From an optimization exercise on the open Yosys and OpenROAD flow, aimed at small area and a short achievable clock period; shortcuts taken in it are not production practice. In this exercise RTL edits were held to simulation tests only and were not proved equivalent to the original. Power is estimated from default activity; no workload was simulated.

Design mips, start of the top module:
module mips(
    input clk,
    input reset,
    input [31:0] PrRData,
    input [7:2] HWInt,
    output [31:0] PrAddr,
    output [31:0] PrWData,
    output [3:0] PrMask,
    output PrWrite,
    output [31:0] InstrAddr,
    input [31:0] InstrData,
    output [31:0] DmAddr,
    output [31:0] DmWData,
    output [3:0] DmBE,
    output DmWrite,
    input [31:0] DmRData
    );
Settings: LEC_CHECK=0, CAP_MARGIN=20, CORE_MARGIN=2, CORE_UTILIZATION=40, SLEW_MARGIN=20; clock period 18.0 ns.
standard.sh (not shown) runs the stock make flow with config.mk's settings and CLKGATE_MAP_FILE= SYNTH_SCRIPT=/design/flow/synth_recipe.tcl, a recipe that flattens the netlist after the stock synthesis.
==> flow/flow/run.sh <==
#!/bin/bash
# Standard layout, with timing repair aiming at a shorter period than the
# clock it is built at (repair_timing -setup_margin), so that gate sizing and
# buffering work on the paths that set the achieved period.
set -euo pipefail
bash standard.sh SETUP_SLACK_MARGIN=11 finish > standard_flow.log 2>&1
The baseline finished clean.
Then changed:
--- a/flow/design.v
+++ b/flow/design.v
@@ -48,17 +48,16 @@
     reg  [5:0]  c_ip;
     reg         c_sw;
     reg  [31:0] Hi, Lo;
     reg  [3:0]  cnt;
     reg         fin;
     reg  [31:0] mA, mB;
     reg  [32:0] mW;
     reg  [33:0] m3;
-    reg  [34:0] m5, m7;
     reg  [2:0]  Lx;
     reg         s_div, s_sgn, s_sub, s_nq, s_nr;
     wire [5:0] op = I_D[31:26];
     wire [5:0] fn = I_D[5:0];
     wire [4:0] rs = I_D[25:21];
     wire [4:0] rt = I_D[20:16];
     wire [4:0] rd = I_D[15:11];
     wire [4:0] sa = I_D[10:6];
@@ -385,44 +384,35 @@
     wire [39:0] T = s6 + c6;
     wire corr = mul_step & (cnt == 4'd5);
     wire [31:0] adP = corr ? (mA[31] ? mB : 32'b0) : {mW[28:0], Lx};
     wire [31:0] adQ = corr ? (mB[31] ? mA : 32'b0) : (s_sgn ? ~Hi : Hi);
     wire [31:0] adS = adP + adQ + {31'b0, !corr & s_sgn};
     wire dv_mul = div_step & (cnt == 4'd10);
     wire dv_stp = (div_step & (cnt != 4'd10)) | div_fin;
     wire neg_r = div_fin & s_nr;           
-    wire [34:0] dX = {mW[31:0], mB[31:29]};
-    wire [34:0] k1 = {3'b0, mA};
-    wire [34:0] k2 = {2'b0, mA, 1'b0};
-    wire [34:0] k3 = {1'b0, m3};
-    wire [34:0] k4 = {1'b0, mA, 2'b0};
-    wire [34:0] k5 = m5;
-    wire [34:0] k6 = {m3, 1'b0};
-    wire [34:0] k7 = m7;
-    wire g1 = dX >= k1, g2 = dX >= k2, g3 = dX >= k3, g4 = dX >= k4;
-    wire g5 = dX >= k5, g6 = dX >= k6, g7 = dX >= k7;
+    wire [33:0] dX = {mW[31:0], mB[31:30]};
+    wire [33:0] k1 = {2'b0, mA};
+    wire [33:0] k2 = {1'b0, mA, 1'b0};
+    wire [33:0] k3 = m3;
+    wire [34:0] T1 = {1'b0, dX} + {1'b0, ~k1} + 35'd1;
+    wire [34:0] T2 = {1'b0, dX} + {1'b0, ~k2} + 35'd1;
+    wire [34:0] T3 = {1'b0, dX} + {1'b0, ~k3} + 35'd1;
+    wire g1 = T1[34], g2 = T2[34], g3 = T3[34];
+    wire [31:0] dR4 = g3 ? T3[31:0] : g2 ? T2[31:0] : g1 ? T1[31:0] : dX[31:0];
+    wire [32:0] dY = {dR4, mB[29]};
+    wire gy = dY >= {1'b0, mA};
     wire ci = !neg_r;
-    wire [34:0] S0 = dX + {35{!ci}};
-    wire [34:0] S1 = dX + ~k1 + {34'b0, ci};
-    wire [34:0] S2 = dX + ~k2 + {34'b0, ci};
-    wire [34:0] S3 = dX + ~k3 + {34'b0, ci};
-    wire [34:0] S4 = dX + ~k4 + {34'b0, ci};
-    wire [34:0] S5 = dX + ~k5 + {34'b0, ci};
-    wire [34:0] S6 = dX + ~k6 + {34'b0, ci};
-    wire [34:0] S7 = dX + ~k7 + {34'b0, ci};
-    wire h0 = !g1, h1 = g1 & !g2, h2 = g2 & !g3, h3 = g3 & !g4;
-    wire h4 = g4 & !g5, h5 = g5 & !g6, h6 = g6 & !g7, h7 = g7;
-    wire [31:0] dR = ({32{h0}} & S0[31:0]) | ({32{h1}} & S1[31:0]) | ({32{h2}} & S2[31:0]) |
-                     ({32{h3}} & S3[31:0]) | ({32{h4}} & S4[31:0]) | ({32{h5}} & S5[31:0]) |
-                     ({32{h6}} & S6[31:0]) | ({32{h7}} & S7[31:0]);
-    wire [2:0] dq = {g4, (h2 | h3 | h6 | h7), (h1 | h3 | h5 | h7)};
+    wire [32:0] U0 = dY + {33{!ci}};
+    wire [32:0] U1 = dY + {1'b0, ~mA} + {32'b0, ci};
+    wire [31:0] dR = gy ? U1[31:0] : U0[31:0];
+    wire [2:0] dq = {g2, g1 & !g2 | g3, gy};
     wire [2:0] dqm = dq - 3'd1;
     wire [31:0] qa = {mB[28:0], dq};
-    wire [31:0] qm = g1 ? {mB[28:0], dqm} : {Lo[28:0], 3'b111};
+    wire [31:0] qm = (g1 | gy) ? {mB[28:0], dqm} : {Lo[28:0], 3'b111};
     wire [1:0] tx = mB[31:30];
     wire dis1 = mA == 32'd1, dis2 = mA == 32'd2, dis3 = mA == 32'd3;
     wire [1:0] sq = dis1 ? tx : dis2 ? {1'b0, tx[1]} : dis3 ? {1'b0, &tx} : 2'b0;
     wire [1:0] tr = dis1 ? 2'b0 : dis2 ? {1'b0, tx[0]} : (dis3 & (&tx)) ? 2'b0 : tx;
     wire [31:0] sqm = (sq != 2'd0) ? {mB[29:0], sq - 2'd1} : {Lo[29:0], 2'b11};
     wire [31:0] absA = (md_sgn_E & AluA[31]) ? -AluA : AluA;
     wire [31:0] absB = (md_sgn_E & AluB[31]) ? -AluB : AluB;
     always @(posedge clk) begin
@@ -455,18 +445,16 @@
             mB <= {mB[29:0], sq};
             mW <= {31'b0, tr};
         end else if (dv_stp) begin
             mB <= {mB[28:0], dq};
             mW <= {1'b0, dR};
         end
         if (dv_mul) begin
             m3 <= {2'b0, mA} + {1'b0, mA, 1'b0};
-            m5 <= {3'b0, mA} + {1'b0, mA, 2'b0};
-            m7 <= {mA, 3'b0} - {3'b0, mA};
         end
         if (reset)
             Hi <= 0;
         else if (md_mthi_E)
             Hi <= AluA;
         else if (mul_start)
             Hi <= md_sub_E ? ~Hi : (md_acc_E ? Hi : 32'b0);
         else if (corr & s_sgn)
Result:
- The changed run produced a clean layout
- non-clock buffer count is higher by 143
- hold slack is about the same
- via count is lower by 4.9%
- core utilization is higher by 1.3 points
- cell area is lower by 4.1%
- worst setup slack degrades by 47 ps
- power is higher by 9.2%

Another version of the RTL of mips (not shown whole).
Size in the first run: about 12000 cells after synthesis, roughly 1700 flip-flops, about 0.12 mm2 of cells after synthesis.
export LEC_CHECK = 0
export CAP_MARGIN = 20
export CORE_MARGIN = 2
export CORE_UTILIZATION = 40
export SLEW_MARGIN = 20
create_clock -name core_clock -period 18.0 [get_ports {clk}]
==> flow/flow/run.sh <==
#!/bin/bash
# Standard layout, with timing repair aiming at a shorter period than the
# clock it is built at (repair_timing -setup_margin), so that gate sizing and
# buffering work on the paths that set the achieved period.
set -euo pipefail
bash standard.sh SETUP_SLACK_MARGIN=12 finish > standard_flow.log 2>&1
Edit:
--- a/flow/design.v
+++ b/flow/design.v
@@ -46,14 +46,15 @@
     reg  [31:0] sr, epc;
     reg         c_bd;
     reg  [5:0]  c_ip;
     reg         c_sw;
     reg  [31:0] Hi, Lo;
     reg  [3:0]  cnt;
     reg         fin;
+    reg         nrow;
     reg  [31:0] mA, mB;
     reg  [33:0] mW;
     reg  [33:0] m3;
     reg  [34:0] m5, m7;
     reg         s_div, s_sgn, s_sub, s_nq, s_nr;
     wire [5:0] op = I_D[31:26];
     wire [5:0] fn = I_D[5:0];
@@ -362,31 +363,31 @@
     wire mul_step = run & !s_div;
     wire div_step = run & s_div;
     wire mul_fin = fin & !s_div;
     wire div_fin = fin & s_div;
     wire mlast = mul_fin;
     wire sgA = s_sgn & mA[31];
     wire [39:0] aX = {{8{sgA}}, mA};
-    wire neg1 = mlast & s_sgn & mB[1];
+    wire neg1 = nrow & mB[1];
     wire [39:0] pp0 = mB[0] ? aX : 40'b0;
-    wire [39:0] pp1 = mB[1] ? ({aX[38:0], 1'b0} ^ {40{neg1}}) : 40'b0;
+    wire [39:0] pp1 = mB[1] ? ({aX[38:0], 1'b0} ^ {40{nrow}}) : 40'b0;
     wire [39:0] pp2 = mB[2] ? {aX[37:0], 2'b0} : 40'b0;
     wire [39:0] pp3 = mB[3] ? {aX[36:0], 3'b0} : 40'b0;
     wire [39:0] pp4 = mB[4] ? {aX[35:0], 4'b0} : 40'b0;
     wire [39:0] pp5 = mB[5] ? {aX[34:0], 5'b0} : 40'b0;
     wire [39:0] pw  = {{6{mW[33]}}, mW};
     wire [39:0] ph  = mlast ? {6'b0, Hi, 2'b0} : 40'b0;
-    wire [39:0] s1 = pw ^ pp0 ^ pp1;
-    wire [39:0] c1 = {((pw & pp0) | (pw & pp1) | (pp0 & pp1)), neg1};
+    wire [39:0] s1 = pw ^ pp0 ^ pp5;
+    wire [39:0] c1 = {((pw & pp0) | (pw & pp5) | (pp0 & pp5)), neg1};
     wire [39:0] s2 = pp2 ^ pp3 ^ pp4;
     wire [39:0] c2 = {((pp2 & pp3) | (pp2 & pp4) | (pp3 & pp4)), 1'b0};
     wire [39:0] s3 = s1 ^ c1 ^ s2;
     wire [39:0] c3 = {((s1 & c1) | (s1 & s2) | (c1 & s2)), 1'b0};
-    wire [39:0] s4 = c2 ^ pp5 ^ ph;
-    wire [39:0] c4 = {((c2 & pp5) | (c2 & ph) | (pp5 & ph)), 1'b0};
+    wire [39:0] s4 = c2 ^ pp1 ^ ph;
+    wire [39:0] c4 = {((c2 & pp1) | (c2 & ph) | (pp1 & ph)), 1'b0};
     wire [39:0] s5 = s3 ^ c3 ^ s4;
     wire [39:0] c5 = {((s3 & c3) | (s3 & s4) | (c3 & s4)), 1'b0};
     wire [39:0] s6 = s5 ^ c5 ^ c4;
     wire [39:0] c6 = {((s5 & c5) | (s5 & c4) | (c5 & c4)), 1'b0};
     wire [39:0] T = s6 + c6;
     wire dv_mul = div_step & (cnt == 4'd10);
     wire dv_stp = (div_step & (cnt != 4'd10)) | div_fin;
@@ -426,16 +427,18 @@
     wire [31:0] sqm = (sq != 2'd0) ? {mB[29:0], sq - 2'd1} : {Lo[29:0], 2'b11};
     wire [31:0] absA = (md_sgn_E & AluA[31]) ? -AluA : AluA;
     wire [31:0] absB = (md_sgn_E & AluB[31]) ? -AluB : AluB;
     always @(posedge clk) begin
         if (reset) begin
             cnt <= 0;
             fin <= 0;
+            nrow <= 0;
         end else begin
             fin <= cnt == 4'd1;
+            nrow <= (cnt == 4'd1) & !s_div & s_sgn;
             if (mul_start)
                 cnt <= 4'd5;
             else if (div_start)
                 cnt <= 4'd10;
             else if (run)
                 cnt <= cnt - 4'd1;
         end
What happened:
- worst setup slack improved by 500 ps
- global-route usage is higher by 0.92 points
- via count is about the same
- die area is higher slightly
- flip-flop and latch count is higher by 1
- power is lower by a few percent
- register-to-register slack improved by 500 ps
- maximum frequency is higher by a little under a tenth

==> what the ideal ports hide <==
The flow's constraints put no driver on any port. The routed layouts listed below were extracted and timed again, unchanged, in two steps. Step 1, drivers: a clkbuf_16 drives clk and a buf_2 each remaining input, both assumed. Step 2 also shifts input and output timing later by t, the mid clock arrival at the registers, as if the neighbouring blocks saw the same clock. Three values: ideal ports, drivers, drivers and shift; two values: the first two.
run | shift t [ns] | slack for setup (ns) | worst hold slack (ns) | clock arrival spread, ns
the first run of note 1 | 1.000 | 10.860 / 10.860 / 10.508 | 0.330 / 0.330 / 0.330 | 0.134 / 0.133
the second run of note 1 | 0.988 | 10.812 / 10.812 / 10.399 | 0.330 / 0.330 / 0.330 | 0.081 / 0.081
the first run of note 2 | 0.960 | 11.436 / 11.436 / 11.005 | 0.313 / 0.313 / 0.313 | 0.140 / 0.140
the second run of note 2 | 0.990 | 11.934 / 11.830 / 11.101 | 0.327 / 0.327 / 0.327 | 0.116 / 0.117
After both steps every run listed still meets setup and hold. The setup slack of the second run of note 2, which loses most, moves by -0.104 ns with the drivers and by -0.833 ns with both steps.
